From an optimization exercise on the open Yosys and OpenROAD flow, aimed at small area; shortcuts taken in it are not production practice.
RTL that was checked went through simulation tests only; none was proved equivalent to the original.
Function not checked in runs 7 and 8: the RTL went through the layout flow alone.
No run shown here takes its clock network from TritonCTS; it comes from the design's own scripts or RTL.
No driver is modelled on the clock port, so clock power and skew are understated where the tree is cut down; a real chip needs a root buffer or a tree.
Power and IR drop assume default switching activity.

[flow/flow/run.sh]
#!/bin/bash
# The standard layout (standard.sh), with these changes:
#  - ports are buffered with buf_1 instead of the default clkdlybuf4s50_1;
#  - the clock tree is a flat one (flow/flat_cts.tcl): the clock port drives
#    4 sky130_fd_sc_hd__clkbuf_4 cells, each driving a cluster of nearby clock sinks;
#  - power recovery (downsizing off the critical paths) after global routing,
#    followed by another design repair (flow/post_grt.tcl).
# make's output goes to standard.log, each step's log to orfs/logs/.
set -euo pipefail
export BUFFER_PORTS_ARGS="-buffer_cell sky130_fd_sc_hd__buf_1"
export PRE_CTS_TCL="$PWD/flow/flat_cts.tcl"
export POST_GLOBAL_ROUTE_TCL="$PWD/flow/post_grt.tcl"
export FLAT_CTS_N=4
export FLAT_CTS_CELL=sky130_fd_sc_hd__clkbuf_4
export FLAT_CTS_NET=bck_i
export RECOVER_POWER=0
bash standard.sh > standard.log 2>&1
[flow/flow/flat_cts.tcl]
# Flat clock tree used in place of TritonCTS (sourced as PRE_CTS_TCL).
# The clock port drives FLAT_CTS_N buffers of type FLAT_CTS_CELL directly; the
# clock sinks are split into FLAT_CTS_N groups by k-means on their placed
# locations, and each buffer, placed at its group's centre, drives one group.
proc clock_tree_synthesis { args } {
  set block [ord::get_db_block]
  set db [ord::get_db]
  set n $::env(FLAT_CTS_N)
  set master [$db findMaster $::env(FLAT_CTS_CELL)]
  set clk [$block findNet $::env(FLAT_CTS_NET)]
  set sinks {}
  foreach it [$clk getITerms] {
    set inst [$it getInst]
    set bb [$inst getBBox]
    set x [expr {([$bb xMin] + [$bb xMax]) / 2.0}]
    set y [expr {([$bb yMin] + [$bb yMax]) / 2.0}]
    lappend sinks [list $it $x $y]
  }
  set m [llength $sinks]
  puts "flat_cts: $m sinks on [$clk getName], $n buffers of [$master getName]"
  # initial centres: sinks spread along x
  set sorted [lsort -real -index 1 $sinks]
  set cx {}; set cy {}
  for {set i 0} {$i < $n} {incr i} {
    set s [lindex $sorted [expr {int(($i + 0.5) * $m / $n)}]]
    lappend cx [lindex $s 1]; lappend cy [lindex $s 2]
  }
  set cap [expr {int(ceil(double($m) / $n))}]
  for {set iter 0} {$iter < 30} {incr iter} {
    # balanced assignment: sinks take their nearest centre with room left,
    # most constrained (largest gap between best and worst) first
    set order {}
    foreach s $sinks {
      set ds {}
      for {set i 0} {$i < $n} {incr i} {
        lappend ds [expr {abs([lindex $s 1] - [lindex $cx $i]) + abs([lindex $s 2] - [lindex $cy $i])}]
      }
      set mn [tcl::mathfunc::min {*}$ds]; set mx [tcl::mathfunc::max {*}$ds]
      lappend order [list [expr {$mx - $mn}] $s $ds]
    }
    set order [lsort -real -decreasing -index 0 $order]
    set cnt [lrepeat $n 0]
    set groups [lrepeat $n {}]
    foreach o $order {
      set s [lindex $o 1]; set ds [lindex $o 2]
      set best -1
      set idx {}
      for {set i 0} {$i < $n} {incr i} { lappend idx [list $i [lindex $ds $i]] }
      foreach p [lsort -real -index 1 $idx] {
        set i [lindex $p 0]
        if {[lindex $cnt $i] < $cap} { set best $i; break }
      }
      lset cnt $best [expr {[lindex $cnt $best] + 1}]
      lset groups $best [concat [lindex $groups $best] [list $s]]
    }
    set ncx {}; set ncy {}
    for {set i 0} {$i < $n} {incr i} {
      set sx 0.0; set sy 0.0; set g [lindex $groups $i]
      foreach s $g { set sx [expr {$sx + [lindex $s 1]}]; set sy [expr {$sy + [lindex $s 2]}] }
      lappend ncx [expr {$sx / [llength $g]}]; lappend ncy [expr {$sy / [llength $g]}]
    }
    set cx $ncx; set cy $ncy
  }
  for {set i 0} {$i < $n} {incr i} {
    set buf [odb::dbInst_create $block $master "flatcts_buf_$i"]
    set w [[$buf getMaster] getWidth]; set h [[$buf getMaster] getHeight]
    $buf setLocation [expr {int([lindex $cx $i] - $w / 2)}] [expr {int([lindex $cy $i] - $h / 2)}]
    $buf setPlacementStatus PLACED
    set net [odb::dbNet_create $block "flatcts_net_$i"]
    $net setSigType CLOCK
    foreach s [lindex $groups $i] {
      set it [lindex $s 0]
      $it disconnect
      $it connect $net
    }
    [$buf findITerm A] connect $clk
    [$buf findITerm X] connect $net
    puts "flat_cts: buffer $i at ([lindex $cx $i], [lindex $cy $i]) drives [llength [lindex $groups $i]] sinks"
  }
  set_propagated_clock [all_clocks]
  # The buffer synthesis puts on a port-to-port wire (mck_i to mck_o) is a
  # buf_4; a buf_1 drives the output load as well.
  set small [$db findMaster sky130_fd_sc_hd__buf_1]
  foreach inst [$block getInsts] {
    if {[[$inst getMaster] getName] ne "sky130_fd_sc_hd__buf_4"} { continue }
    set a [[$inst findITerm A] getNet]
    set x [[$inst findITerm X] getNet]
    if {$a eq "NULL" || $x eq "NULL"} { continue }
    if {[llength [$a getBTerms]] == 1 && [llength [$x getBTerms]] == 1 &&
        [llength [$a getITerms]] == 1 && [llength [$x getITerms]] == 1} {
      puts "flat_cts: [$inst getName] ([$a getName] to [$x getName]) becomes buf_1"
      $inst swapMaster $small
    }
  }
}
[flow/flow/post_grt.tcl]
# Sourced as POST_GLOBAL_ROUTE_TCL: power recovery may have downsized a driver
# past its slew or capacitance limit, so repair the design again afterwards.
log_cmd global_route -start_incremental
log_cmd estimate_parasitics -global_routing
repair_design_helper
log_cmd detailed_placement
log_cmd global_route -end_incremental
log_cmd estimate_parasitics -global_routing
[flow/standard.sh]
#!/bin/bash
# synth_recipe.tcl (not shown) runs the flow's synth.tcl, then flattens the netlist and writes it again
# the make line also repeats each setting of config.mk as NAME=value (left out here)
make -C /OpenROAD-flow-scripts/flow DESIGN_CONFIG=/design/flow/config.mk WORK_HOME=/design/flow/orfs CLKGATE_MAP_FILE= SYNTH_SCRIPT=/design/flow/synth_recipe.tcl "${@:-finish}"
[flow/config.mk]
export PLATFORM = sky130hd
export DESIGN_NAME = i2s
export DESIGN_NICKNAME = i2s
export VERILOG_FILES = /design/flow/design.v
export SDC_FILE = /design/flow/constraint.sdc
export NUM_CORES = 4
export LEC_CHECK = 0
export CAP_MARGIN = 20
export CORE_MARGIN = 2
export CORE_UTILIZATION = 40
export SLEW_MARGIN = 20
[flow/constraint.sdc]
create_clock -name core_clock -period 10.0 [get_ports {bck_i}]
set_input_delay 2.0000 -clock core_clock [delete_from_list [all_inputs] [get_ports {bck_i}]]
set_output_delay 2.0000 -clock core_clock [all_outputs]
set_load 0.01 [all_outputs]
[flow/design.v]
module i2s(
    input               rst_i,
    input               mck_i,
    input               lrck_i,
    input               bck_i,
    input               data_i,
    output              mck_o,
    output              lrck_o,
    output              data_o,
    output reg          sdo,
    output reg          sync
);
assign  mck_o = mck_i;
assign  lrck_o = lrck_i;
assign  data_o = data_i;
reg     lr1;
reg     d0;
always @(negedge bck_i) begin
    lr1 <= rst_i & lrck_i;
    d0 <= data_i;
end
reg         lr2;
reg [6:0]   dl;
reg [31:0]  sh;
reg [1:0]   ph;      
reg [2:0]   k;       
reg         f;
wire start = lr1 ^ lr2;
wire load = !rst_i || start;
wire trans = k == 3'd2;     
wire pu = f & ~lr1;
wire dbit = f ? ~lr1 : sh[31];
wire cbit = pu ? (k == 3'd0 || k == 3'd1)
               : (k == 3'd4 || (trans && !lr1));
always @(posedge bck_i) begin
    lr2 <= lr1;
    dl <= {dl[5:0], d0};
    if (ph[1])
        sh <= {sh[30:16], sh[15] & ~f, sh[14:0], dl[6] ^ (ph[0] && k == 3'd5)};
    if (load) begin
        k <= 3'd5;
        ph <= 2'b01;
    end
    else begin
        k <= {k[1:0], k[2] ^ (k[1] | ~k[0])};
        ph <= {ph[1] ^ (trans & (ph[1] ^ ph[0])), ph[0] & ~(trans & ph[1])};
    end
    if (!rst_i)
        f <= 1'b1;
    else if (start && !lr1)
        f <= 1'b0;
    if (rst_i) begin
        sync <= ~(start | ph[1] | ph[0]);
        sdo <= ph[1] ? dbit : (ph[0] & cbit);
    end
end
endmodule
==> results of run 1 <==
==> where the power goes <==
| group | internal (mW) | switching [mW] | total (mW) |
|---|---|---|---|
| clock | 0.0203 | 0.0457 | 0.0660 |
| combinational | 0.00524 | 0.00524 | 0.0105 |
| sequential | 0.224 | 0.00293 | 0.227 |
==> logic make-up (layout without fill, tap and decap cells) <==
logic type | Yosys count | in the layout | synth area share
adders and majority gates | 2 | 2 | 0.0160
AOI/OAI and AO/OA | 4 | 4 | 0.0160
muxes | 2 | 2 | 0.0128
buffers and inverters | 6 | 16 | 0.0216
DFF | 50 | 50 | 0.858
and+or+nand+nor | 18 | 18 | 0.0697
xor gates and xnor gates | 1 | 1 | 0.00561
==> per-layer routing <==
layer	routed length (microns)	up-vias	share of wire	global-route usage
met5	0	-	0	0
met4	48	0	0.026	0.0204
met3	65	6	0.035	0.0118
met2	847	8	0.46	0.144
met1	886	310	0.48	0.135
li1	-	317	-	-
==> stage by stage <==
step | hold WS [ps] | power [mW]
after global placement | 319 | 0.243
after detailed placement | 316 | 0.244
final | 342 | 0.303
after floorplan | 310 | 0.241
after CTS | 347 | 0.306
==> registers in the layout, indices dropped and copies added, names as in the netlist, named ones only <==
| name | count |
|---|---|
| lr1 | 1 |
| f | 1 |
| ph | 1 |
| d0 | 1 |
| sdo | 1 |
| dl | 7 |
| sync | 1 |
| lr2 | 1 |
| k | 3 |
| sh | 32 |
==> how the worst min path moves through the flow <==
| stage | cells after the start | to | slack [ps] | start |
|---|---|---|---|---|
| 3_5_place_dp | 0 | dl[5] | 320 | dl[4] |
| 4_1_cts | 0 | dl[6] | 350 | dl[5] |
| 2_1_floorplan | 0 | dl[1] | 310 | dl[0] |
| 3_3_place_gp | 0 | dl[1] | 320 | dl[0] |
| 6_report | 0 | dl[6] | 340 | dl[5] |
==> final cells by class <==
cell class / instances / area (sq um) / area share
buffer: 4 / 30.0 / 0.0180
clock inverter: 2 / 7.51 / 0.00450
inverter: 2 / 7.51 / 0.00450
multi-input combinational: 27 / 188 / 0.113
sequential: 50 / 1340 / 0.804
tap: 48 / 60.1 / 0.0360
timing repair buffer: 8 / 33.8 / 0.0203
==> placed cells by master (no fill, tap or decap), types with 2 or more instances in the layout <==
| cell | instances |
|---|---|
| and2b_1 | 2 |
| nor2b_1 | 2 |
| ha_1 | 2 |
| nor3b_1 | 2 |
| nor2_1 | 2 |
| mux2i_1 | 2 |
| nand2_1 | 3 |
| o21ai_0 | 2 |
| dfxtp_1 | 16 |
| buf_1 | 7 |
| edfxtp_1 | 34 |
| clkbuf_4 | 4 |
| inv_1 | 4 |
==> flow_summary.ini, run 1 <==
[job]
cap_violations = 0

[yosys]
syn_avg_cell_area_sq_um = 18.8
yosys_most_used_dff = edfxtp_1
synthTopCellsByArea = edfxtp_1 65%, dfxtp_1 20%, ha_1 1.6%, buf_4 1.4%, mux2i_1 1.3%
yosysWarnings = 1
syn_area_sq_mm = 0.00156
synth_seq_cells = 50
synth_top_area_frac = 0.653
yosys.area.top_type = edfxtp_1
synth-edff-count = 34
synth.net_count = 90
async_reset_ff_frac = 0
synth_seq_area_share = 0.858
synthCells = 83
synth_commonest_cells = 34 x edfxtp_1, 16 x dfxtp_1, 3 x buf_4, 3 x inv_1, 3 x nand2_1
synth.distinct_cells = 22
synth_most_common_cell = edfxtp_1

[global_routing]
overflow = 0
grt_usage = 0.0912
grt_max_degree = 37
grt_pass1_vias = 631
antenna_found_initial = 0
grt_pass1_wl_microns = 3150

[finish]
diodes = 0
nFillCells = 342
stdcell_area_sq_mm = 0.00167
nets = 102
syn_to_final_growth_pct = 6.73
drive_gt1_frac = 0.0753
fin_cells = 141
utilization = 0.449

[floorplan]
initial_core_util = 0.421
die_height_microns = 66.5
num_io_pins = 10
dieWidth_microns = 66.5
core_sq_mm = 0.00372
row_count = 22
die_area_sq_mm = 0.00442

[setup_path]
crit_fanout = 7
r2r_slack_ps = 3690
cp.required_ps = 5160
cp-start-kind = input port
cp_slowest_cell = buf_1
crit_family = buffers and inverters
criticalPathCategory = in -> reg
crit_cells = 2
cp-endpoint = lr1
cp.buffers_inverters = 1
reg2reg_depth = 4
path_cells = buf_1 > and2_1
max_stage_delay_ps = 210
cp-end-kind = register
worstPathArrival_ps = 2380
startpoint = rst_i
r2r-start = lr1
r2r-end = k[2]

[route]
wl_per_cell_microns = 13.1
drtPass1Iterations = 3
vias_per_cell = 4.55
drcViolationCount = 0
wl_microns = 1850
dr.first_iter.drc_count = 115
via_count = 641
final_antenna_net_count = 0

[placement]
placed_area_sq_mm = 0.00163
hpwl_microns = 1180
place.port_buffers = 7
post-place-cells = 136
place.gp.congestion = 0.680
dp_slack_ps = 2540

[timing]
fin_tns_setup_ps = 0
fin_ws_ps = 2780
max-slew-margin-rel = 0.722
drv_slew = 0
worst_slew_pin_slew_ps = 417
setup_viol_count_final = 0
hold_viol_final = 0
finalClockSkew_ps = 57.0

[clocking]
cts_setup_buffers = 0
path_clk_slew_ps = 110
cts-resized-gates = 0
cts-hold-fix-buffers = 0
clkLatencyLatePin_ps = 230

[outcome]
run_status = complete, no violations

[pwr]
p_leak_nw = 0.573
ir_drop_mv = 0.120
power-per-cell-area_mw_per_mm2 = 182

[min_path]
hold_path.class = reg -> reg
==> run 2, diff against run 1 <==
--- a/flow/flow/run.sh
+++ b/flow/flow/run.sh
@@ -13,5 +13,6 @@
 export FLAT_CTS_N=4
 export FLAT_CTS_CELL=sky130_fd_sc_hd__clkbuf_4
 export FLAT_CTS_NET=bck_i
+export FLAT_CTS_KEEP_INVERTERS=0
 export RECOVER_POWER=0
 bash standard.sh > standard.log 2>&1
--- a/flow/flow/flat_cts.tcl
+++ b/flow/flow/flat_cts.tcl
@@ -93,3 +93,11 @@
     }
   }
 }
+
+# With the flat tree the inverter of the falling-edge clock is a sink like any
+# other, so it need not be cloned next to each falling-edge register.
+if {[info exists ::env(FLAT_CTS_KEEP_INVERTERS)] && !$::env(FLAT_CTS_KEEP_INVERTERS)} {
+  proc repair_clock_inverters { args } {
+    puts "flat_cts: clock inverters left as they are"
+  }
+}
==> flow_summary.ini, run 2 <==
[outcome]
run_status = complete, no violations

[floorplan]
dieWidth_microns = 66.5
die_area_sq_mm = 0.00442
die_height_microns = 66.5
num_io_pins = 10
core_sq_mm = 0.00372
row_count = 22
initial_core_util = 0.421

[route]
drcViolationCount = 0
via_count = 645
wl_per_cell_microns = 13.6
dr_wl_met3_microns = 77
dr.first_iter.drc_count = 60
vias_per_cell = 4.61
wl_met2_microns = 876
highest_layer = met4
drt-met1-wl_microns = 903
wl_microns = 1900
final_antenna_net_count = 0
drtPass1Iterations = 2

[setup_path]
max_stage_delay_ps = 210
cp-end-kind = register
crit_family = buffers and inverters
crit_cells = 2
cp-endpoint = lr1
startpoint = rst_i
crit_fanout = 7
worstPathArrival_ps = 2380
cp.required_ps = 5180
cp_slowest_cell = buf_1
r2r-start = lr1
reg2reg_depth = 4
r2r-end = k[2]
criticalPathCategory = in -> reg
path_cells = buf_1 > and2_1
cp-start-kind = input port
r2r_slack_ps = 3670
cp.buffers_inverters = 1

[clocking]
cts-hold-fix-buffers = 0
clkLatencyLatePin_ps = 230
cts-resized-gates = 0
path_clk_slew_ps = 100
cts_setup_buffers = 0

[timing]
fin_tns_setup_ps = 0
finalClockSkew_ps = 70.4
max-slew-margin-rel = 0.721
worst_slew_pin_slew_ps = 419
drv_slew = 0
hold_viol_final = 0
setup_viol_count_final = 0

[job]
cap_violations = 0

[finish]
nFillCells = 338
largest_reg_flops = 32
syn_to_final_growth_pct = 6.49
fin_cells = 140
top_register = sh
reg_top3 = sh x32, dl x7, k x3
diodes = 0
nets = 101
final_cell_mix = 34 x edfxtp_1, 16 x dfxtp_1, 7 x buf_1, 4 x clkbuf_4
drive_gt1_frac = 0.0761
final_common_cell = edfxtp_1

[yosys]
synth.net_count = 90
synth-edff-count = 34
synth.distinct_cells = 22
synth_seq_area_share = 0.858
yosysWarnings = 1
synthMuxAreaShare = 0.0128
synth-xor-area-share = 0.00560
yosys.area.top_type = edfxtp_1
synth_most_common_cell = edfxtp_1
syn_avg_cell_area_sq_um = 18.8
synth_top_family_by_area = simple AND/OR/NAND/NOR gates
synthTopCellsByArea = edfxtp_1 65%, dfxtp_1 20%, ha_1 1.6%, buf_4 1.4%, mux2i_1 1.3%
synth_top_area_frac = 0.653
synthSimpleGateAreaFrac = 0.0697
synth_commonest_cells = 34 x edfxtp_1, 16 x dfxtp_1, 3 x buf_4, 3 x inv_1, 3 x nand2_1
syn_area_sq_mm = 0.00156
synthCells = 83
async_reset_ff_frac = 0
synth_seq_cells = 50
yosys_most_used_dff = edfxtp_1
synth_compound_area_frac = 0.0160
synthAdderAreaFrac = 0.0160

[min_path]
hold_path.class = reg -> reg

[placement]
place.gp.congestion = 0.680
post-place-cells = 136
place.port_buffers = 7
hpwl_microns = 1180

[pwr]
ir_drop_mv = 0.118
p_leak_nw = 0.567
power-per-cell-area_mw_per_mm2 = 182

[global_routing]
overflow = 0
grt_pass1_vias = 618
antenna_found_initial = 0
grt_pass1_wl_microns = 3170
grt_max_degree = 37
grt_usage = 0.0923
[run 2: changes by cell type in the layout (fill, tap and decap cells not counted)]
cell   delta
inv_1     -1
[run 2: cell families after synthesis]
kind of cell,after synthesis
DFF,50
and+or+nand+nor,18
adders and majority gates,2
muxes,2
AOI/OAI and AO/OA,4
xor gates and xnor gates,1
buffers and inverters,6
[run 2: power breakdown]
part	internal [mW]	total (mW)	switching, mW	leakage, nW
logic	0.00524	0.0106	0.00533	0.102
clock network	0.0198	0.0649	0.0452	0.0237
registers	0.224	0.227	0.00292	0.442
[run 2: per-stage QoR]
stage / utilization / hold WS (ps) / setup slack, ps / power, mW / area [sq um]
finish: 0.448 / 339 / 2800 / 0.302 / 1660
CTS: 0.448 / 345 / 2780 / 0.306 / 1660
detailed placement: 0.440 / 316 / 2540 / 0.244 / 1630
global placement: 0.440 / 319 / 2590 / 0.243 / 1630
floorplan: - / 310 / 2760 / 0.241 / 1560
[run 2: area by class of cell]
type	count	area, sq um	share of cell area
sequential	50	1340	0.806
multi-input combinational	27	188	0.113
tap	48	60.1	0.0361
timing repair buffer	8	33.8	0.0203
buffer	4	30.0	0.0180
inverter	3	11.3	0.00677
[run 2: worst min path at each step]
stage / start / to / slack [ps] / cells past startpoint
after floorplan: dl[0] / dl[1] / 310 / 0
after global placement: dl[0] / dl[1] / 320 / 0
after detailed placement: dl[4] / dl[5] / 320 / 0
after CTS: dl[5] / dl[6] / 350 / 0
final: dl[5] / dl[6] / 340 / 0
[run 2: metal layers]
layer	GRT usage	vias to the layer above
met5	0	-
met4	0.0204	0
met3	0.0169	5
met2	0.146	10
met1	0.133	317
li1	-	313
==> run 3, diff against run 2 <==
--- a/flow/config.mk
+++ b/flow/config.mk
@@ -8,4 +8,5 @@
 export CAP_MARGIN = 20
 export CORE_MARGIN = 2
 export CORE_UTILIZATION = 40
+export GPL_TIMING_DRIVEN = 0
 export SLEW_MARGIN = 20
==> flow_summary.ini, run 3 <==
[finish]
final_cell_mix = 34 x edfxtp_1, 15 x dfxtp_1, 8 x buf_1, 4 x clkbuf_4
diodes = 0
nets = 104
drive_gt1_frac = 0.105
multi_input_area_sq_um = 188
stdcell_area_sq_mm = 0.00168
largest_reg_flops = 32
syn_to_final_growth_pct = 7.77
top_register = sh
regArea_sq_mm = 0.00134
final_common_cell = edfxtp_1
nFillCells = 336
reg_top3 = sh x32, dl x7, k x3

[clocking]
path_clk_slew_ps = 110
cts-hold-fix-buffers = 0
cts_setup_buffers = 0
cts-resized-gates = 0
clkLatencyLatePin_ps = 240

[setup_path]
startpoint = rst_i
max_stage_delay_ps = 240
cp.buffers_inverters = 1
r2r-end = k[2]
cp_slowest_cell = buf_1
r2r-start = lr1
r2r_slack_ps = 3660
cp-endpoint = lr1
cp-start-kind = input port
criticalPathCategory = in -> reg
crit_cells = 2
cp-end-kind = register
reg2reg_depth = 4
crit_family = buffers and inverters
crit_fanout = 7
cp.required_ps = 5190
worstPathArrival_ps = 2410
path_cells = buf_1 > and2_1

[yosys]
synth.net_count = 90
synth_seq_cells = 50
synth_seq_area_share = 0.858
synthCells = 83
synth.distinct_cells = 22
synthTopCellsByArea = edfxtp_1 65%, dfxtp_1 20%, ha_1 1.6%, buf_4 1.4%, mux2i_1 1.3%
syn_avg_cell_area_sq_um = 18.8
yosysWarnings = 1
synth_top_area_frac = 0.653
async_reset_ff_frac = 0
synth_commonest_cells = 34 x edfxtp_1, 16 x dfxtp_1, 3 x buf_4, 3 x inv_1, 3 x nand2_1
synth-edff-count = 34
yosys.area.top_type = edfxtp_1
yosys_most_used_dff = edfxtp_1
syn_area_sq_mm = 0.00156
synth_most_common_cell = edfxtp_1

[route]
final_antenna_net_count = 0
drcViolationCount = 0
dr.first_iter.drc_count = 62
drtPass1Iterations = 4
via_count = 643
vias_per_cell = 4.50
wl_per_cell_microns = 12.0
wl_microns = 1710

[timing]
drv_slew = 0
fin_ws_ps = 2780
hold_viol_final = 0
worst_slew_pin_slew_ps = 758
finalClockSkew_ps = 77.2
setup_viol_count_final = 0
max-slew-margin-rel = 0.495
fin_tns_setup_ps = 0

[min_path]
hold_path.class = reg -> reg

[pwr]
power.total_uw = 302
power-per-cell-area_mw_per_mm2 = 179
p_leak_nw = 0.578
ir_drop_mv = 0.114

[global_routing]
overflow = 0
grt_pass1_wl_microns = 2990
antenna_found_initial = 0
grt_usage = 0.0855
grt_max_degree = 38
grt_pass1_vias = 611

[floorplan]
initial_core_util = 0.421
num_io_pins = 10
core_sq_mm = 0.00372
die_height_microns = 66.5
row_count = 22
dieWidth_microns = 66.5
die_area_sq_mm = 0.00442

[placement]
place.gp.congestion = 0.747
hpwl_microns = 1010
dp_slack_ps = 2520
placed_area_sq_mm = 0.00165
place.port_buffers = 8

[outcome]
run_status = complete, no violations

[job]
cap_violations = 0
## run 3: metrics by stage
stage / hold slack, ps / cells / util
6_report: 339 / 143 / 0.453
2_1_floorplan: 310 / 83 / -
4_1_cts: 338 / 143 / 0.453
3_3_place_gp: 317 / 139 / 0.445
3_5_place_dp: 312 / 139 / 0.445
## run 3: report_power, final
part,total [mW],internal (mW),switching (mW)
combinational,0.0109,0.00592,0.00501
sequential,0.227,0.224,0.00297
clock,0.0646,0.0198,0.0448
total,0.302,0.249,0.0528
## run 3: worst min path at each step
stage	from	depth (start not counted)	slack, ps	to
2_1_floorplan	dl[0]	0	310	dl[1]
3_3_place_gp	dl[0]	0	320	dl[1]
3_5_place_dp	dl[4]	0	310	dl[5]
4_1_cts	dl[4]	0	340	dl[5]
6_report	dl[4]	0	340	dl[5]
## run 3: logic make-up after synthesis
group,count (synthesis),synth area share
buffers and inverters,6,0.0216
muxes,2,0.0128
DFF,50,0.858
and+or+nand+nor,18,0.0697
xor gates and xnor gates,1,0.00561
adders and majority gates,2,0.0160
AOI/OAI and AO/OA,4,0.0160
## run 3: final cells by class
cell class	count	share of cell area
well taps	48	0.0357
flip-flops and latches	50	0.797
repair buffers	8	0.0178
multi-input cells	27	0.111
inverters	3	0.00669
plain buffers	7	0.0312
## run 3: per-layer routing
metal | wire length, microns | track usage | up-vias | part of all wire
met5 | 0 | 0 | - | 0
met2 | 727 | 0.133 | 10 | 0.42
met1 | 856 | 0.128 | 309 | 0.50
met3 | 95 | 0.0186 | 4 | 0.056
met4 | 31 | 0.0102 | 0 | 0.018
li1 | - | - | 320 | -
==> run 4, diff against run 3 <==
==> flow/config.mk (replaced) <==
export PLATFORM = sky130hd
export DESIGN_NAME = i2s
export DESIGN_NICKNAME = i2s
export VERILOG_FILES = /design/flow/design.v
export SDC_FILE = /design/flow/constraint.sdc
export NUM_CORES = 4
export LEC_CHECK = 0
export CAP_MARGIN = 0
export CORE_MARGIN = 2
export CORE_UTILIZATION = 40
export SLEW_MARGIN = 0
==> flow_summary.ini, run 4 <==
[outcome]
run_status = complete, no violations

[setup_path]
cp_slowest_cell = buf_1
crit_family = buffers and inverters
cp.required_ps = 5180
r2r_slack_ps = 3670
crit_fanout = 7
path_cells = buf_1 > and2_1
criticalPathCategory = in -> reg
max_stage_delay_ps = 210
cp.buffers_inverters = 1
cp-start-kind = input port
cp-end-kind = register
worstPathArrival_ps = 2380

[timing]
fin_hold_ws_ps = 339
max-slew-margin-rel = 0.721
finalClockSkew_ps = 70.4
worst_slew_pin_slew_ps = 419
setup_viol_count_final = 0
hold_viol_final = 0
drv_slew = 0
fin_tns_setup_ps = 0

[finish]
reg_top3 = sh x32, dl x7, k x3
largest_reg_flops = 32
final_common_cell = edfxtp_1
drive_gt1_frac = 0.0761
nets = 101
top_register = sh
final_cell_mix = 34 x edfxtp_1, 16 x dfxtp_1, 7 x buf_1, 4 x clkbuf_4
diodes = 0
nFillCells = 338
syn_to_final_growth_pct = 6.49

[yosys]
synth_top_area_frac = 0.653
synth_seq_area_share = 0.858
synth.net_count = 90
yosys_most_used_dff = edfxtp_1
syn_area_sq_mm = 0.00156
yosysWarnings = 1
synth_seq_cells = 50
syn_avg_cell_area_sq_um = 18.8
synthCells = 83
synth-edff-count = 34
synth_most_common_cell = edfxtp_1
yosys.area.top_type = edfxtp_1
async_reset_ff_frac = 0
synth_commonest_cells = 34 x edfxtp_1, 16 x dfxtp_1, 3 x buf_4, 3 x inv_1, 3 x nand2_1
synthTopCellsByArea = edfxtp_1 65%, dfxtp_1 20%, ha_1 1.6%, buf_4 1.4%, mux2i_1 1.3%
synth.distinct_cells = 22

[floorplan]
core_sq_mm = 0.00372
die_area_sq_mm = 0.00442
initial_core_util = 0.421
row_count = 22
num_io_pins = 10
dieWidth_microns = 66.5
die_height_microns = 66.5

[route]
final_antenna_net_count = 0
via_count = 645
vias_per_cell = 4.61
wl_per_cell_microns = 13.6
drtPass1Iterations = 2
drcViolationCount = 0
wl_microns = 1900
dr.first_iter.drc_count = 60

[clocking]
cts-hold-fix-buffers = 0
path_clk_slew_ps = 100
cts-resized-gates = 0
cts_setup_buffers = 0
clkLatencyLatePin_ps = 230

[global_routing]
grt_pass1_vias = 618
grt_usage = 0.0923
overflow = 0
antenna_found_initial = 0
grt_pass1_wl_microns = 3170
grt_max_degree = 37

[pwr]
p_sw_uw = 53.4
ir_drop_mv = 0.118
p_int_uw = 249
switching_share = 0.177
p_leak_nw = 0.567
seqPwrFrac = 0.750
power_frac_comb = 0.035
power-per-cell-area_mw_per_mm2 = 182
pwr-share-clk = 0.215

[min_path]
hold_path.class = reg -> reg

[placement]
hpwl_microns = 1180
place.gp.congestion = 0.680
place.port_buffers = 7

[job]
cap_violations = 0
[run 4: cell counts after synthesis]
Identical to the previous run, type by type.
[run 4: power by group through the flow]
stage / Clock [mW] / Combinational (mW) / Sequential [mW]
final: 0.0649 / 0.0106 / 0.227
after detailed placement: 0.00188 / 0.0108 / 0.231
after CTS: 0.0685 / 0.0109 / 0.227
after global placement: 0.00188 / 0.0104 / 0.231
after floorplan: 0.00188 / 0.00793 / 0.231
[run 4: final cells by class]
| type | count | area, sq um | area share |
|---|---|---|---|
| Multi-Input combinational cell | 27 | 188 | 0.113 |
| Buffer | 4 | 30.0 | 0.0180 |
| Inverter | 3 | 11.3 | 0.00677 |
| Sequential cell | 50 | 1340 | 0.806 |
| Tap cell | 48 | 60.1 | 0.0361 |
| Timing Repair Buffer | 8 | 33.8 | 0.0203 |
[run 4: routing by layer]
layer / GRT usage / routed length (microns)
met1: 0.133 / 903
met2: 0.146 / 876
met3: 0.0169 / 77
met4: 0.0204 / 42
met5: 0 / 0
[run 4: worst paths after layout]
path,start,end,depth (start not counted)
worst max register to register,lr1,k[2],4
worst max-delay path,rst_i,lr1,2
worst min register to register,dl[5],dl[6],0
worst min-delay path,dl[5],dl[6],0
[run 4: cell families (layout without fill, tap and decap cells)]
| logic type | count (synthesis) | in the layout | synth area share |
|---|---|---|---|
| simple gates | 18 | 18 | 0.0697 |
| mux | 2 | 2 | 0.0128 |
| xor+xnor | 1 | 1 | 0.00561 |
| compound gates | 4 | 4 | 0.0160 |
| fa+ha+maj | 2 | 2 | 0.0160 |
| flops | 50 | 50 | 0.858 |
| buf+inv | 6 | 15 | 0.0216 |
[run 4: metrics by stage]
stage / instances / area, sq um / setup WS, ps / total power, mW / util
finish: 140 / 1660 / 2800 / 0.302 / 0.448
CTS: 140 / 1660 / 2780 / 0.306 / 0.448
detailed placement: 136 / 1630 / 2540 / 0.244 / 0.440
global placement: 136 / 1630 / 2590 / 0.243 / 0.440
floorplan: 83 / 1560 / 2760 / 0.241 / -
==> run 5, diff against run 4 <==
--- a/flow/config.mk
+++ b/flow/config.mk
@@ -8,4 +8,5 @@
 export CAP_MARGIN = 0
 export CORE_MARGIN = 2
 export CORE_UTILIZATION = 40
+export GPL_TIMING_DRIVEN = 0
 export SLEW_MARGIN = 0
==> flow_summary.ini, run 5 <==
[outcome]
run_status = complete, no violations

[route]
dr.first_iter.drc_count = 54
wl_microns = 1690
drcViolationCount = 0
vias_per_cell = 4.57
drtPass1Iterations = 4
via_count = 653
final_antenna_net_count = 0
wl_per_cell_microns = 11.8

[yosys]
synth_top_area_frac = 0.653
synth-edff-count = 34
syn_avg_cell_area_sq_um = 18.8
synth_seq_cells = 50
synthCells = 83
yosys.area.top_type = edfxtp_1
synth_commonest_cells = 34 x edfxtp_1, 16 x dfxtp_1, 3 x buf_4, 3 x inv_1, 3 x nand2_1
yosys_most_used_dff = edfxtp_1
synth.distinct_cells = 22
synth_seq_area_share = 0.858
syn_area_sq_mm = 0.00156
synth.net_count = 90
async_reset_ff_frac = 0
yosysWarnings = 1
synthTopCellsByArea = edfxtp_1 65%, dfxtp_1 20%, ha_1 1.6%, buf_4 1.4%, mux2i_1 1.3%
synth_most_common_cell = edfxtp_1

[setup_path]
cp-end-kind = register
crit_fanout = 7
criticalPathCategory = in -> reg
crit_family = buffers and inverters
cp.required_ps = 5180
cp-start-kind = input port
path_cells = buf_1 > and2_1
cp_slowest_cell = buf_1
cp.buffers_inverters = 1
max_stage_delay_ps = 250
worstPathArrival_ps = 2420

[timing]
fin_tns_setup_ps = 0
max-slew-margin-rel = 0.493
hold_viol_final = 0
finalClockSkew_ps = 76.6
drv_slew = 0
fin_ws_ps = 2760
worst_slew_pin_slew_ps = 761
setup_viol_count_final = 0

[finish]
final_common_cell = edfxtp_1
multi_input_area_sq_um = 188
syn_to_final_growth_pct = 7.77
reg_top3 = sh x32, dl x7, k x3
drive_gt1_frac = 0.105
nets = 104
fin_cells = 143
final_cell_mix = 34 x edfxtp_1, 15 x dfxtp_1, 8 x buf_1, 4 x clkbuf_4
regArea_sq_mm = 0.00134
top_register = sh
nFillCells = 339
largest_reg_flops = 32
diodes = 0
stdcell_area_sq_mm = 0.00168

[placement]
dp_slack_ps = 2510
placed_area_sq_mm = 0.00165
place.port_buffers = 8
post-place-cells = 139
hpwl_microns = 992
place.gp.congestion = 0.747

[clocking]
cts-resized-gates = 0
cts-hold-fix-buffers = 0
path_clk_slew_ps = 100
clkLatencyLatePin_ps = 240
cts_setup_buffers = 0

[min_path]
hold_path.class = reg -> reg

[global_routing]
grt_usage = 0.0815
antenna_found_initial = 0
grt_pass1_wl_microns = 2860
grt_pass1_vias = 594
grt_max_degree = 38
overflow = 0

[floorplan]
dieWidth_microns = 66.5
num_io_pins = 10
initial_core_util = 0.421
die_area_sq_mm = 0.00442
row_count = 22
die_height_microns = 66.5
core_sq_mm = 0.00372

[pwr]
ir_drop_mv = 0.105
power-per-cell-area_mw_per_mm2 = 180
p_leak_nw = 0.578

[job]
cap_violations = 0
[run 5: cell counts after synthesis]
Identical to the previous run, type by type.
[run 5: logic make-up (layout without fill, tap and decap cells)]
family / Yosys count / after routing / synth area share
AOI/OAI and AO/OA: 4 / 4 / 0.0160
xor gates and xnor gates: 1 / 1 / 0.00561
adders and majority gates: 2 / 2 / 0.0160
buffers and inverters: 6 / 18 / 0.0216
DFF: 50 / 50 / 0.858
muxes: 2 / 2 / 0.0128
and+or+nand+nor: 18 / 18 / 0.0697
[run 5: area by class of cell]
type / instances / share of cell area
Tap cell: 48 / 0.0357
Inverter: 3 / 0.00669
Timing Repair Buffer: 8 / 0.0178
Multi-Input combinational cell: 27 / 0.111
Sequential cell: 50 / 0.797
Buffer: 7 / 0.0312
[run 5: power breakdown]
part | internal, mW | switching, mW
clock network | 0.0198 | 0.0460
logic | 0.00593 | 0.00503
registers | 0.224 | 0.00300
total | 0.249 | 0.0540
[run 5: stage by stage]
| stage | hold slack [ps] | power [mW] | util |
|---|---|---|---|
| 6_report | 335 | 0.303 | 0.453 |
| 4_1_cts | 339 | 0.307 | 0.453 |
| 3_5_place_dp | 316 | 0.244 | 0.445 |
| 3_3_place_gp | 317 | 0.244 | 0.445 |
| 2_1_floorplan | 310 | 0.241 | - |
[run 5: worst paths after layout]
| kind | startpoint | end | slack (ps) | cells after the start |
|---|---|---|---|---|
| min reg2reg | dl[2] | dl[3] | 340 | 0 |
| max reg2reg | lr1 | k[2] | 3690 | 4 |
| min | dl[2] | dl[3] | 340 | 0 |
| max | rst_i | lr1 | 2760 | 2 |
[run 5: layer usage]
metal / GRT usage / share of wire / vias to the layer above
met5: 0 / 0 / -
met4: 0.0102 / 0.0077 / 0
met3: 0.0135 / 0.040 / 2
met2: 0.126 / 0.44 / 9
met1: 0.125 / 0.51 / 322
li1: - / - / 320
==> run 6, diff against run 5 <==
==> flow/flow/run.sh (replaced) <==
#!/bin/bash
# The standard layout (standard.sh, standard synthesis unchanged), with
# two changes:
#  - ports are buffered with buf_1 instead of the default clkdlybuf4s50_1;
#  - the clock tree is a flat one (flow/flat_cts.tcl, run in place of
#    TritonCTS): the clock port drives 4 clkbuf_4 cells, each driving a
#    cluster of nearby clock sinks.
# make's output goes to standard.log, each step's log to orfs/logs/.
set -euo pipefail
export BUFFER_PORTS_ARGS="-buffer_cell sky130_fd_sc_hd__buf_1"
export PRE_CTS_TCL="$PWD/flow/flat_cts.tcl"
export FLAT_CTS_N=4
export FLAT_CTS_CELL=sky130_fd_sc_hd__clkbuf_4
export FLAT_CTS_NET=bck_i
bash standard.sh > standard.log 2>&1
--- a/flow/flow/flat_cts.tcl
+++ b/flow/flow/flat_cts.tcl
@@ -93,11 +93,3 @@
     }
   }
 }
-
-# With the flat tree the inverter of the falling-edge clock is a sink like any
-# other, so it need not be cloned next to each falling-edge register.
-if {[info exists ::env(FLAT_CTS_KEEP_INVERTERS)] && !$::env(FLAT_CTS_KEEP_INVERTERS)} {
-  proc repair_clock_inverters { args } {
-    puts "flat_cts: clock inverters left as they are"
-  }
-}
==> flow/config.mk (replaced) <==
export PLATFORM = sky130hd
export DESIGN_NAME = i2s
export DESIGN_NICKNAME = i2s
export VERILOG_FILES = /design/flow/design.v
export SDC_FILE = /design/flow/constraint.sdc
export NUM_CORES = 4
export LEC_CHECK = 0
export CAP_MARGIN = 20
export CORE_MARGIN = 2
export CORE_UTILIZATION = 40
export SLEW_MARGIN = 20
removed: flow/flow/post_grt.tcl
==> flow_summary.ini, run 6 <==
[outcome]
run_status = complete, no violations

[placement]
hpwl_microns = 1180
place.port_buffers = 7
dp_slack_ps = 2540
place.gp.congestion = 0.680

[finish]
reg_top3 = sh x32, dl x7, k x3
syn_to_final_growth_pct = 6.73
regArea_sq_mm = 0.00134
drive_gt1_frac = 0.0753
nets = 102
diodes = 0
final_common_cell = edfxtp_1
largest_reg_flops = 32
final_cell_mix = 34 x edfxtp_1, 16 x dfxtp_1, 7 x buf_1, 4 x inv_1, 4 x clkbuf_4
top_register = sh
nFillCells = 342
multi_input_area_sq_um = 188

[min_path]
hp-start = dl[5]
min_to = dl[6]
hold_path.class = reg -> reg
holdPathStages = 0

[route]
dr.first_iter.drc_count = 115
dr_wl_met3_microns = 65
drt-met1-wl_microns = 886
wl_per_cell_microns = 13.1
drcViolationCount = 0
wl_met2_microns = 847
wl_microns = 1850
vias_per_cell = 4.55
drtPass1Iterations = 3
final_antenna_net_count = 0
highest_layer = met4
via_count = 641

[yosys]
synth_top_area_frac = 0.653
synth_most_common_cell = edfxtp_1
synthTopCellsByArea = edfxtp_1 65%, dfxtp_1 20%, ha_1 1.6%, buf_4 1.4%, mux2i_1 1.3%
yosysWarnings = 1
syn_area_sq_mm = 0.00156
synth.distinct_cells = 22
synth_seq_cells = 50
async_reset_ff_frac = 0
synthCells = 83
synth-edff-count = 34
synth_seq_area_share = 0.858
yosys_most_used_dff = edfxtp_1
synth.net_count = 90
synth_commonest_cells = 34 x edfxtp_1, 16 x dfxtp_1, 3 x buf_4, 3 x inv_1, 3 x nand2_1
syn_avg_cell_area_sq_um = 18.8
yosys.area.top_type = edfxtp_1

[timing]
fin_tns_setup_ps = 0
setup_viol_count_final = 0
hold_viol_final = 0
drv_slew = 0
rsz0062_at_grt = false
fin_ws_ps = 2780
worst_slew_pin_slew_ps = 417
max-slew-margin-rel = 0.722
finalClockSkew_ps = 57.0

[setup_path]
r2r-start = lr1
cp_slowest_cell = buf_1
r2r-end = k[2]
max_stage_delay_ps = 210
criticalPathCategory = in -> reg
cp.buffers_inverters = 1
cp.required_ps = 5160
crit_family = buffers and inverters
r2r_slack_ps = 3690
worstPathArrival_ps = 2380
cp-start-kind = input port
crit_fanout = 7
cp-end-kind = register
reg2reg_depth = 4
path_cells = buf_1 > and2_1

[clocking]
clkLatencyLatePin_ps = 230
cts-hold-fix-buffers = 0
path_clk_slew_ps = 110
cts_setup_buffers = 0
cts-resized-gates = 0

[floorplan]
die_height_microns = 66.5
num_io_pins = 10
dieWidth_microns = 66.5
die_area_sq_mm = 0.00442
initial_core_util = 0.421
row_count = 22
core_sq_mm = 0.00372

[global_routing]
antenna_found_initial = 0
grt_usage = 0.0912
grt_pass1_wl_microns = 3150
grt_max_degree = 37
grt_pass1_vias = 631
overflow = 0

[pwr]
ir_drop_mv = 0.120
p_leak_nw = 0.573
power-per-cell-area_mw_per_mm2 = 182

[job]
cap_violations = 0
==> run 6: cell counts after synthesis <==
Identical to the previous run, type by type.
==> run 6: worst max path at each step <==
| stage | to | cells after the start | slack (ps) | start |
|---|---|---|---|---|
| finish | lr1 | 2 | 2780 | rst_i |
| global route | lr1 | 2 | 2730 | rst_i |
| CTS | lr1 | 2 | 2760 | rst_i |
| detailed placement | lr1 | 2 | 2540 | rst_i |
| global placement | lr1 | 2 | 2590 | rst_i |
| floorplan | lr1 | 1 | 2760 | lrck_i |
==> run 6: report_power, final <==
part	internal (mW)	total, mW	switching (mW)	leakage, nW
Combinational	0.00524	0.0105	0.00524	0.102
Clock	0.0203	0.0660	0.0457	0.0291
Sequential	0.224	0.227	0.00293	0.442
==> run 6: logic make-up after synthesis <==
logic type	after synthesis	synth area share
flops	50	0.858
compound gates	4	0.0160
buf+inv	6	0.0216
mux	2	0.0128
simple gates	18	0.0697
fa+ha+maj	2	0.0160
xor+xnor	1	0.00561
==> run 6: through the flow <==
step | util | cells | total power, mW | area (sq um) | hold slack, ps
after floorplan | - | 83 | 0.241 | 1560 | 310
after global placement | 0.440 | 136 | 0.243 | 1630 | 319
after detailed placement | 0.440 | 136 | 0.244 | 1630 | 316
after CTS | 0.449 | 141 | 0.306 | 1670 | 347
after global routing | 0.449 | 141 | 0.318 | 1670 | 350
final | 0.449 | 141 | 0.303 | 1670 | 342
==> run 6: layer usage <==
metal,GRT usage,vias up
li1,-,317
met1,0.135,310
met2,0.144,8
met3,0.0118,6
met4,0.0204,0
met5,0,-
==> run 6: final cells by class <==
| cell class | instances | area share |
|---|---|---|
| inverter | 2 | 0.00450 |
| timing repair buffer | 8 | 0.0203 |
| multi-input combinational | 27 | 0.113 |
| buffer | 4 | 0.0180 |
| clock inverter | 2 | 0.00450 |
| tap | 48 | 0.0360 |
| sequential | 50 | 0.804 |
==> run 7, diff against run 6 <==
==> flow/design.v (replaced) <==
module i2s(
    input               rst_i,
    input               mck_i,
    input               lrck_i,
    input               bck_i,
    input               data_i,
    output              mck_o,
    output              lrck_o,
    output              data_o,
    output reg          sdo,
    output reg          sync
);
assign  mck_o = mck_i;
assign  lrck_o = lrck_i;
assign  data_o = data_i;
reg     lr1;
reg     d0;
always @(negedge bck_i) begin
    lr1 <= rst_i & lrck_i;
    d0 <= data_i;
end
localparam [1:0] CMD = 2'd1, D1 = 2'd0, D2 = 2'd2, IDLE = 2'd3;
localparam [7:0] FB = 8'b00101101;
reg         lr2;
reg [6:0]   dl;
reg [31:0]  sh;
reg [1:0]   ph;
reg [2:0]   k;       
reg         f;
wire start = lr1 ^ lr2;
wire load = !rst_i || start;
wire trans = k == 3'd0;     
wire data = ph == D1 || ph == D2;
wire pu = f & ~lr1;
wire dbit = f ? ~lr1 : sh[31];
wire cbit = pu ? (k == 3'd6 || k == 3'd4)
               : (k == 3'd7 || (trans && !lr1));
always @(posedge bck_i) begin
    lr2 <= lr1;
    dl <= {dl[5:0], d0};
    if (data)
        sh <= {sh[30:16], sh[15] & ~f, sh[14:0], dl[6] ^ (ph == D1 && k == 3'd1)};
    if (load) begin
        k <= 3'd1;
        ph <= CMD;
    end
    else begin
        k <= {k[1:0], FB[k]};
        if (trans)
            case (ph)
                CMD: ph <= D1;
                D1: ph <= D2;
                D2: ph <= IDLE;
                default: ph <= IDLE;
            endcase
    end
    if (!rst_i)
        f <= 1'b1;
    else if (start && !lr1)
        f <= 1'b0;
    if (rst_i) begin
        sync <= !start && ph == IDLE;
        sdo <= data ? dbit : (ph == CMD && cbit);
    end
end
endmodule
==> flow/flow/run.sh (replaced) <==
#!/bin/bash
# The standard layout (standard.sh), with these changes:
#  - ports are buffered with buf_1 instead of the default clkdlybuf4s50_1;
#  - the clock tree is a flat one (flow/flat_cts.tcl): the clock port drives
#    4 sky130_fd_sc_hd__clkbuf_4 cells, each driving a cluster of nearby clock sinks;
#  - power recovery (downsizing off the critical paths) after global routing,
#    followed by another design repair (flow/post_grt.tcl).
# make's output goes to standard.log, each step's log to orfs/logs/.
set -euo pipefail
export BUFFER_PORTS_ARGS="-buffer_cell sky130_fd_sc_hd__buf_1"
export PRE_CTS_TCL="$PWD/flow/flat_cts.tcl"
export POST_GLOBAL_ROUTE_TCL="$PWD/flow/post_grt.tcl"
export FLAT_CTS_N=4
export FLAT_CTS_CELL=sky130_fd_sc_hd__clkbuf_4
export FLAT_CTS_NET=bck_i
export FLAT_CTS_KEEP_INVERTERS=0
export RECOVER_POWER=0
bash standard.sh > standard.log 2>&1
--- a/flow/flow/flat_cts.tcl
+++ b/flow/flow/flat_cts.tcl
@@ -93,3 +93,11 @@
     }
   }
 }
+
+# With the flat tree the inverter of the falling-edge clock is a sink like any
+# other, so it need not be cloned next to each falling-edge register.
+if {[info exists ::env(FLAT_CTS_KEEP_INVERTERS)] && !$::env(FLAT_CTS_KEEP_INVERTERS)} {
+  proc repair_clock_inverters { args } {
+    puts "flat_cts: clock inverters left as they are"
+  }
+}
==> flow/flow/post_grt.tcl (new file) <==
# Sourced as POST_GLOBAL_ROUTE_TCL: power recovery may have downsized a driver
# past its slew or capacitance limit, so repair the design again afterwards.
log_cmd global_route -start_incremental
log_cmd estimate_parasitics -global_routing
repair_design_helper
log_cmd detailed_placement
log_cmd global_route -end_incremental
log_cmd estimate_parasitics -global_routing
==> flow_summary.ini, run 7 <==
[finish]
final_common_cell = edfxtp_1
syn_to_final_growth_pct = 6.06
reg_top3 = sh x32, dl x7, k x3
drive_gt1_frac = 0.0667
nets = 98
top_register = sh
diodes = 0
final_cell_mix = 34 x edfxtp_1, 16 x dfxtp_1, 7 x buf_1, 4 x clkbuf_4
largest_reg_flops = 32
fin_cells = 138

[setup_path]
cp.required_ps = 5170
cp-end-kind = register
cp.buffers_inverters = 1
worstPathArrival_ps = 2470
max_stage_delay_ps = 300
criticalPathCategory = in -> reg
crit_fanout = 9
path_cells = buf_1 > and2_1
cp_slowest_cell = buf_1
crit_family = buffers and inverters
cp-start-kind = input port

[floorplan]
num_io_pins = 10
die_height_microns = 66.2
initial_core_util = 0.420
core_sq_mm = 0.00369
dieWidth_microns = 66.2
die_area_sq_mm = 0.00439
row_count = 22

[route]
final_antenna_net_count = 0
dr.first_iter.drc_count = 30
drcViolationCount = 0
drtPass1Iterations = 4
via_count = 647
wl_microns = 1800
vias_per_cell = 4.69
wl_per_cell_microns = 13.1

[timing]
hold_viol_final = 0
drv_slew = 0
fin_ws_ps = 2700
setup_viol_count_final = 0
finalClockSkew_ps = 64.9
fin_tns_setup_ps = 0
max-slew-margin-rel = 0.571
worst_slew_pin_slew_ps = 642

[pwr]
power-per-cell-area_mw_per_mm2 = 190
seqPwrFrac = 0.754
power.total_uw = 312
p_sw_uw = 56.7
p_int_uw = 255
p_leak_nw = 0.576
ir_drop_mv = 0.100
pwr-share-clk = 0.206
switching_share = 0.182
power_frac_comb = 0.040

[placement]
post-place-cells = 134
dp_slack_ps = 2470
place.gp.congestion = 0.703
hpwl_microns = 1120
place.port_buffers = 7

[yosys]
synthTopCellsByArea = edfxtp_1 66%, dfxtp_1 21%, buf_4 1.5%, and3_1 1.2%, xnor2_1 1.1%
async_reset_ff_frac = 0
synth_commonest_cells = 34 x edfxtp_1, 16 x dfxtp_1, 4 x inv_1, 3 x and3_1, 3 x buf_4
synth_top_area_frac = 0.659
synthCells = 82
yosys.area.top_type = edfxtp_1
synth.distinct_cells = 23
yosys_most_used_dff = edfxtp_1
synth.net_count = 88
yosysWarnings = 1
synth_seq_area_share = 0.866
syn_avg_cell_area_sq_um = 18.9
synth_seq_cells = 50
syn_area_sq_mm = 0.00155
synth_most_common_cell = edfxtp_1
synth-edff-count = 34

[job]
cap_violations = 0

[global_routing]
antenna_found_initial = 0
grt_pass1_vias = 634
grt_usage = 0.0912
grt_max_degree = 35
grt_pass1_wl_microns = 3110
overflow = 0

[clocking]
cts_setup_buffers = 0
cts-resized-gates = 0
path_clk_slew_ps = 110
cts-hold-fix-buffers = 0
clkLatencyLatePin_ps = 230

[outcome]
run_status = complete, no violations

[min_path]
hold_path.class = reg -> reg
-- run 7: changes by cell type in the layout (fill, tap and decap cells not counted), sizes merged, moves of 2 or more --
cell   delta
and2b     -2
and3      +3
mux2i     -2
nor2      -2
nor3b     -2
nor4      +2
-- run 7: final timing paths --
| check | endpoint | startpoint | slack (ps) | cells past startpoint |
|---|---|---|---|---|
| min reg2reg | dl[4] | dl[3] | 340 | 0 |
| max | lr1 | rst_i | 2700 | 2 |
| max reg2reg | sync | lr1 | 3730 | 3 |
| min | dl[4] | dl[3] | 340 | 0 |
-- run 7: cell type report --
type | count | area, sq um
inverter | 4 | 15.0
buffer | 4 | 30.0
timing repair buffer | 7 | 26.3
tap | 48 | 60.1
fill | 332 | 2050
sequential | 50 | 1340
multi-input combinational | 25 | 170
-- run 7: routing by layer --
| metal | track usage | share of wire |
|---|---|---|
| met3 | 0.0170 | 0.055 |
| met1 | 0.137 | 0.49 |
| met2 | 0.143 | 0.43 |
| met4 | 0.0102 | 0.018 |
| met5 | 0 | 0 |
-- run 7: cells by family (layout without fill, tap and decap cells) --
kind of cell               count (synthesis)  in the layout  share of synthesized area
xor gates and xnor gates                   2              2                     0.0113
DFF                                       50             50                      0.866
and+or+nand+nor                           15             15                     0.0574
buffers and inverters                      7             15                     0.0242
adders and majority gates                  1              1                    0.00808
AOI/OAI and AO/OA                          7              7                     0.0331
-- run 7: per-stage QoR --
| stage | util | area (sq um) | hold slack (ps) |
|---|---|---|---|
| CTS | 0.445 | 1640 | 347 |
| finish | 0.445 | 1640 | 341 |
| floorplan | - | 1550 | 310 |
| global placement | 0.437 | 1610 | 313 |
| detailed placement | 0.437 | 1610 | 315 |
-- run 7: power groups by stage --
stage               Combinational, mW  Sequential [mW]  Clock, mW
detailed placement             0.0128            0.240    0.00188
finish                         0.0125            0.235     0.0643
floorplan                     0.00983            0.239    0.00188
CTS                            0.0128            0.236     0.0671
global placement               0.0119            0.240    0.00188
==> run 8, diff against run 7 <==
--- a/flow/design.v
+++ b/flow/design.v
@@ -19,7 +19,7 @@
     lr1 <= rst_i & lrck_i;
     d0 <= data_i;
 end
-localparam [1:0] CMD = 2'd1, D1 = 2'd0, D2 = 2'd2, IDLE = 2'd3;
+localparam [1:0] CMD = 2'd2, D1 = 2'd0, D2 = 2'd1, IDLE = 2'd3;
 localparam [7:0] FB = 8'b00101101;
 reg         lr2;
 reg [6:0]   dl;
==> flow_summary.ini, run 8 <==
[yosys]
synthTopCellsByArea = edfxtp_1 66%, dfxtp_1 21%, buf_4 1.5%, and3_1 1.2%, xnor2_1 1.1%
synth.net_count = 88
synthCells = 82
synth_seq_cells = 50
syn_avg_cell_area_sq_um = 18.9
synth-edff-count = 34
synth_seq_area_share = 0.866
synth.distinct_cells = 23
yosys.area.top_type = edfxtp_1
syn_area_sq_mm = 0.00155
synth_most_common_cell = edfxtp_1
async_reset_ff_frac = 0
synth_top_area_frac = 0.659
synth_commonest_cells = 34 x edfxtp_1, 16 x dfxtp_1, 4 x inv_1, 3 x and3_1, 3 x buf_4
yosys_most_used_dff = edfxtp_1
yosysWarnings = 1

[setup_path]
crit_family = buffers and inverters
crit_fanout = 9
max_stage_delay_ps = 300
cp-start-kind = input port
r2r_slack_ps = 3730
cp-end-kind = register
worstPathArrival_ps = 2480
cp.required_ps = 5180
cp.buffers_inverters = 1
criticalPathCategory = in -> reg
path_cells = buf_1 > and2_1
cp_slowest_cell = buf_1

[global_routing]
overflow = 0
grt_pass1_vias = 639
grt_pass1_wl_microns = 3000
antenna_found_initial = 0
grt_max_degree = 35
grt_usage = 0.0854

[placement]
place.gp.congestion = 0.701
dp_slack_ps = 2460
place.port_buffers = 7
hpwl_microns = 1110
placed_area_sq_mm = 0.00161

[route]
vias_per_cell = 4.71
via_count = 650
wl_per_cell_microns = 13.3
drtPass1Iterations = 4
wl_microns = 1830
dr.first_iter.drc_count = 38
drcViolationCount = 0
final_antenna_net_count = 0

[pwr]
p_sw_uw = 57.6
pwr-share-clk = 0.208
seqPwrFrac = 0.752
p_int_uw = 255
power_frac_comb = 0.040
power-per-cell-area_mw_per_mm2 = 190
ir_drop_mv = 0.128
switching_share = 0.184
p_leak_nw = 0.576

[timing]
setup_viol_count_final = 0
hold_viol_final = 0
fin_tns_setup_ps = 0
fin_hold_ws_ps = 339
fin_ws_ps = 2700
max-slew-margin-rel = 0.567
drv_slew = 0
finalClockSkew_ps = 64.7
worst_slew_pin_slew_ps = 648

[clocking]
cts_setup_buffers = 0
clkLatencyLatePin_ps = 230
path_clk_slew_ps = 110
cts-hold-fix-buffers = 0
cts-resized-gates = 0

[finish]
largest_reg_flops = 32
final_cell_mix = 34 x edfxtp_1, 16 x dfxtp_1, 7 x buf_1, 4 x clkbuf_4
top_register = sh
nets = 98
drive_gt1_frac = 0.0667
reg_top3 = sh x32, dl x7, k x3
final_common_cell = edfxtp_1
syn_to_final_growth_pct = 6.06
stdcell_area_sq_mm = 0.00164
utilization = 0.445
diodes = 0

[floorplan]
initial_core_util = 0.420
row_count = 22
num_io_pins = 10
die_height_microns = 66.2
core_sq_mm = 0.00369
dieWidth_microns = 66.2
die_area_sq_mm = 0.00439

[job]
cap_violations = 0

[outcome]
run_status = complete, no violations

[min_path]
hold_path.class = reg -> reg
## run 8: worst paths after layout
path              start     to  cells after the start
setup / recovery  rst_i    lr1                      2
hold / removal    dl[5]  dl[6]                      0
setup reg to reg    lr1   sync                      3
hold reg to reg   dl[5]  dl[6]                      0
## run 8: power groups by stage
| stage | Combinational (mW) | Sequential (mW) | Clock [mW] |
|---|---|---|---|
| CTS | 0.0128 | 0.236 | 0.0670 |
| detailed placement | 0.0128 | 0.240 | 0.00188 |
| finish | 0.0125 | 0.235 | 0.0650 |
| global placement | 0.0119 | 0.240 | 0.00188 |
| floorplan | 0.00985 | 0.239 | 0.00188 |
## run 8: stage by stage
| stage | instances | power (mW) |
|---|---|---|
| detailed placement | 134 | 0.255 |
| CTS | 138 | 0.315 |
| finish | 138 | 0.313 |
| global placement | 134 | 0.254 |
| floorplan | 82 | 0.250 |
## run 8: layer usage
layer  wire length [microns]  vias to the layer above  track usage
li1                        -                      315            -
met1                     907                      316        0.126
met2                     819                       16        0.140
met3                      89                        3       0.0102
met4                      17                        0       0.0102
met5                       0                        -            0
## run 8: cell type report
| cell class | instances | area (sq um) |
|---|---|---|
| Sequential cell | 50 | 1340 |
| Fill cell | 337 | 2050 |
| Multi-Input combinational cell | 25 | 170 |
| Inverter | 4 | 15.0 |
| Timing Repair Buffer | 7 | 26.3 |
| Tap cell | 48 | 60.1 |
| Buffer | 4 | 30.0 |
## run 8: kinds of logic (layout without fill, tap and decap cells)
kind of cell,count (synthesis),count (layout),share of synthesized area
xor+xnor,2,2,0.0113
flops,50,50,0.866
buf+inv,7,15,0.0242
compound gates,7,7,0.0331
simple gates,15,15,0.0574
fa+ha+maj,1,1,0.00808
==> run 9, diff against run 8 <==
--- a/flow/design.v
+++ b/flow/design.v
@@ -19,8 +19,8 @@
     lr1 <= rst_i & lrck_i;
     d0 <= data_i;
 end
-localparam [1:0] CMD = 2'd2, D1 = 2'd0, D2 = 2'd1, IDLE = 2'd3;
-localparam [7:0] FB = 8'b00101101;
+localparam [1:0] CMD = 2'd0, D1 = 2'd2, D2 = 2'd3, IDLE = 2'd1;
+localparam [7:0] FB = 8'b01001011;
 reg         lr2;
 reg [6:0]   dl;
 reg [31:0]  sh;
@@ -29,19 +29,19 @@
 reg         f;
 wire start = lr1 ^ lr2;
 wire load = !rst_i || start;
-wire trans = k == 3'd0;     
+wire trans = k == 3'd7;     
 wire data = ph == D1 || ph == D2;
 wire pu = f & ~lr1;
 wire dbit = f ? ~lr1 : sh[31];
-wire cbit = pu ? (k == 3'd6 || k == 3'd4)
-               : (k == 3'd7 || (trans && !lr1));
+wire cbit = pu ? (k == 3'd1 || k == 3'd3)
+               : (k == 3'd0 || (trans && !lr1));
 always @(posedge bck_i) begin
     lr2 <= lr1;
     dl <= {dl[5:0], d0};
     if (data)
-        sh <= {sh[30:16], sh[15] & ~f, sh[14:0], dl[6] ^ (ph == D1 && k == 3'd1)};
+        sh <= {sh[30:16], sh[15] & ~f, sh[14:0], dl[6] ^ (ph == D1 && k == 3'd6)};
     if (load) begin
-        k <= 3'd1;
+        k <= 3'd6;
         ph <= CMD;
     end
     else begin
==> flow_summary.ini, run 9 <==
[outcome]
run_status = complete, no violations

[route]
dr.first_iter.drc_count = 30
drtPass1Iterations = 4
final_antenna_net_count = 0
wl_microns = 1700
via_count = 658
vias_per_cell = 4.70
wl_per_cell_microns = 12.2
drcViolationCount = 0

[yosys]
yosys.area.top_type = edfxtp_1
synth_most_common_cell = edfxtp_1
yosys_most_used_dff = edfxtp_1
synth_compound_area_frac = 0.0292
synthSimpleGateAreaFrac = 0.0559
synth_top_family_by_area = simple AND/OR/NAND/NOR gates
synth_commonest_cells = 34 x edfxtp_1, 16 x dfxtp_1, 4 x inv_1, 4 x nor2_1, 3 x buf_4
synth-xor-area-share = 0.0113
synth_seq_area_share = 0.869
syn_avg_cell_area_sq_um = 18.4
synth-edff-count = 34
synthAdderAreaFrac = 0.00810
synth.net_count = 90
yosysWarnings = 1
synth_seq_cells = 50
synthTopCellsByArea = edfxtp_1 66%, dfxtp_1 21%, buf_4 1.5%, xnor2_1 1.1%, a211oi_1 0.97%
synth.distinct_cells = 21
synth_top_area_frac = 0.661
synthMuxAreaShare = 0
synthCells = 84
async_reset_ff_frac = 0
syn_area_sq_mm = 0.00154

[setup_path]
r2r-end = k[1]
cp.required_ps = 5130
crit_fanout = 5
cp.buffers_inverters = 1
startpoint = rst_i
cp-start-kind = input port
cp-end-kind = register
r2r-start = lr1
worstPathArrival_ps = 2310
r2r_slack_ps = 3800
criticalPathCategory = in -> reg
cp_slowest_cell = and2_1
crit_family = simple AND/OR/NAND/NOR gates
reg2reg_depth = 4
path_cells = buf_1 > and2_1
max_stage_delay_ps = 170

[timing]
hold_viol_final = 0
max-slew-margin-rel = 0.735
setup_viol_count_final = 0
finalClockSkew_ps = 69.8
fin_tns_setup_ps = 0
worst_slew_pin_slew_ps = 398
drv_slew = 0

[finish]
largest_reg_flops = 32
reg_top3 = sh x32, dl x7, k x3
final_common_cell = edfxtp_1
syn_to_final_growth_pct = 6.32
final_cell_mix = 34 x edfxtp_1, 16 x dfxtp_1, 7 x buf_1
drive_gt1_frac = 0.0543
stdcell_area_sq_mm = 0.00164
fin_cells = 140
top_register = sh
diodes = 0
nets = 100

[floorplan]
die_area_sq_mm = 0.00437
row_count = 22
dieWidth_microns = 66.1
die_height_microns = 66.1
num_io_pins = 10
initial_core_util = 0.419
core_sq_mm = 0.00369

[global_routing]
antenna_found_initial = 0
grt_max_degree = 35
grt_pass1_wl_microns = 2890
grt_usage = 0.0828
overflow = 0
grt_pass1_vias = 605

[clocking]
clkLatencyLatePin_ps = 230
path_clk_slew_ps = 100
cts-resized-gates = 0
cts-hold-fix-buffers = 0
cts_setup_buffers = 0

[pwr]
ir_drop_mv = 0.119
pwr-share-clk = 0.209
switching_share = 0.184
p_sw_uw = 57.6
seqPwrFrac = 0.750
p_int_uw = 255
p_leak_nw = 0.555
power.total_uw = 313
power_frac_comb = 0.041
power-per-cell-area_mw_per_mm2 = 191

[min_path]
holdPathStages = 0
hp-start = dl[3]
hold_path.class = reg -> reg
min_to = dl[4]

[placement]
post-place-cells = 136
place.port_buffers = 7
placed_area_sq_mm = 0.00161
place.gp.congestion = 0.789
hpwl_microns = 980

[job]
cap_violations = 0
-- run 9: power by group through the flow --
stage                     Clock, mW  Combinational [mW]  Sequential (mW)
after floorplan             0.00188              0.0101            0.239
after global placement      0.00188              0.0125            0.239
after detailed placement    0.00188              0.0129            0.239
after CTS                    0.0681              0.0129            0.235
final                        0.0654              0.0127            0.235
-- run 9: metal layers --
metal,global-route usage,share of wire
met1,0.129,0.51
met2,0.123,0.42
met3,0.0170,0.055
met4,0.0128,0.016
met5,0,0
-- run 9: how the worst max path moves through the flow --
stage	endpoint	slack (ps)	cells after the start
floorplan	lr1	2760	1
global placement	lr1	2600	2
finish	lr1	2820	2
CTS	lr1	2830	2
detailed placement	lr1	2570	2
-- run 9: cell families (layout without fill, tap and decap cells) --
kind of cell / count (synthesis) / count (layout)
compound gates: 7 / 7
xor+xnor: 2 / 2
fa+ha+maj: 1 / 1
buf+inv: 8 / 16
flops: 50 / 50
simple gates: 16 / 16
-- run 9: final cells by class --
cell class,count,area (sq um)
well taps,48,60.1
flip-flops and latches,50,1340
multi-input cells,26,161
inverters,4,15.0
plain buffers,4,30.0
repair buffers,8,33.8
fillers,336,2050
-- run 9: per-stage QoR --
step	utilization	setup WS [ps]	hold slack (ps)
after floorplan	-	2760	310
after global placement	0.437	2600	313
after detailed placement	0.437	2570	315
after CTS	0.445	2830	345
final	0.445	2820	339
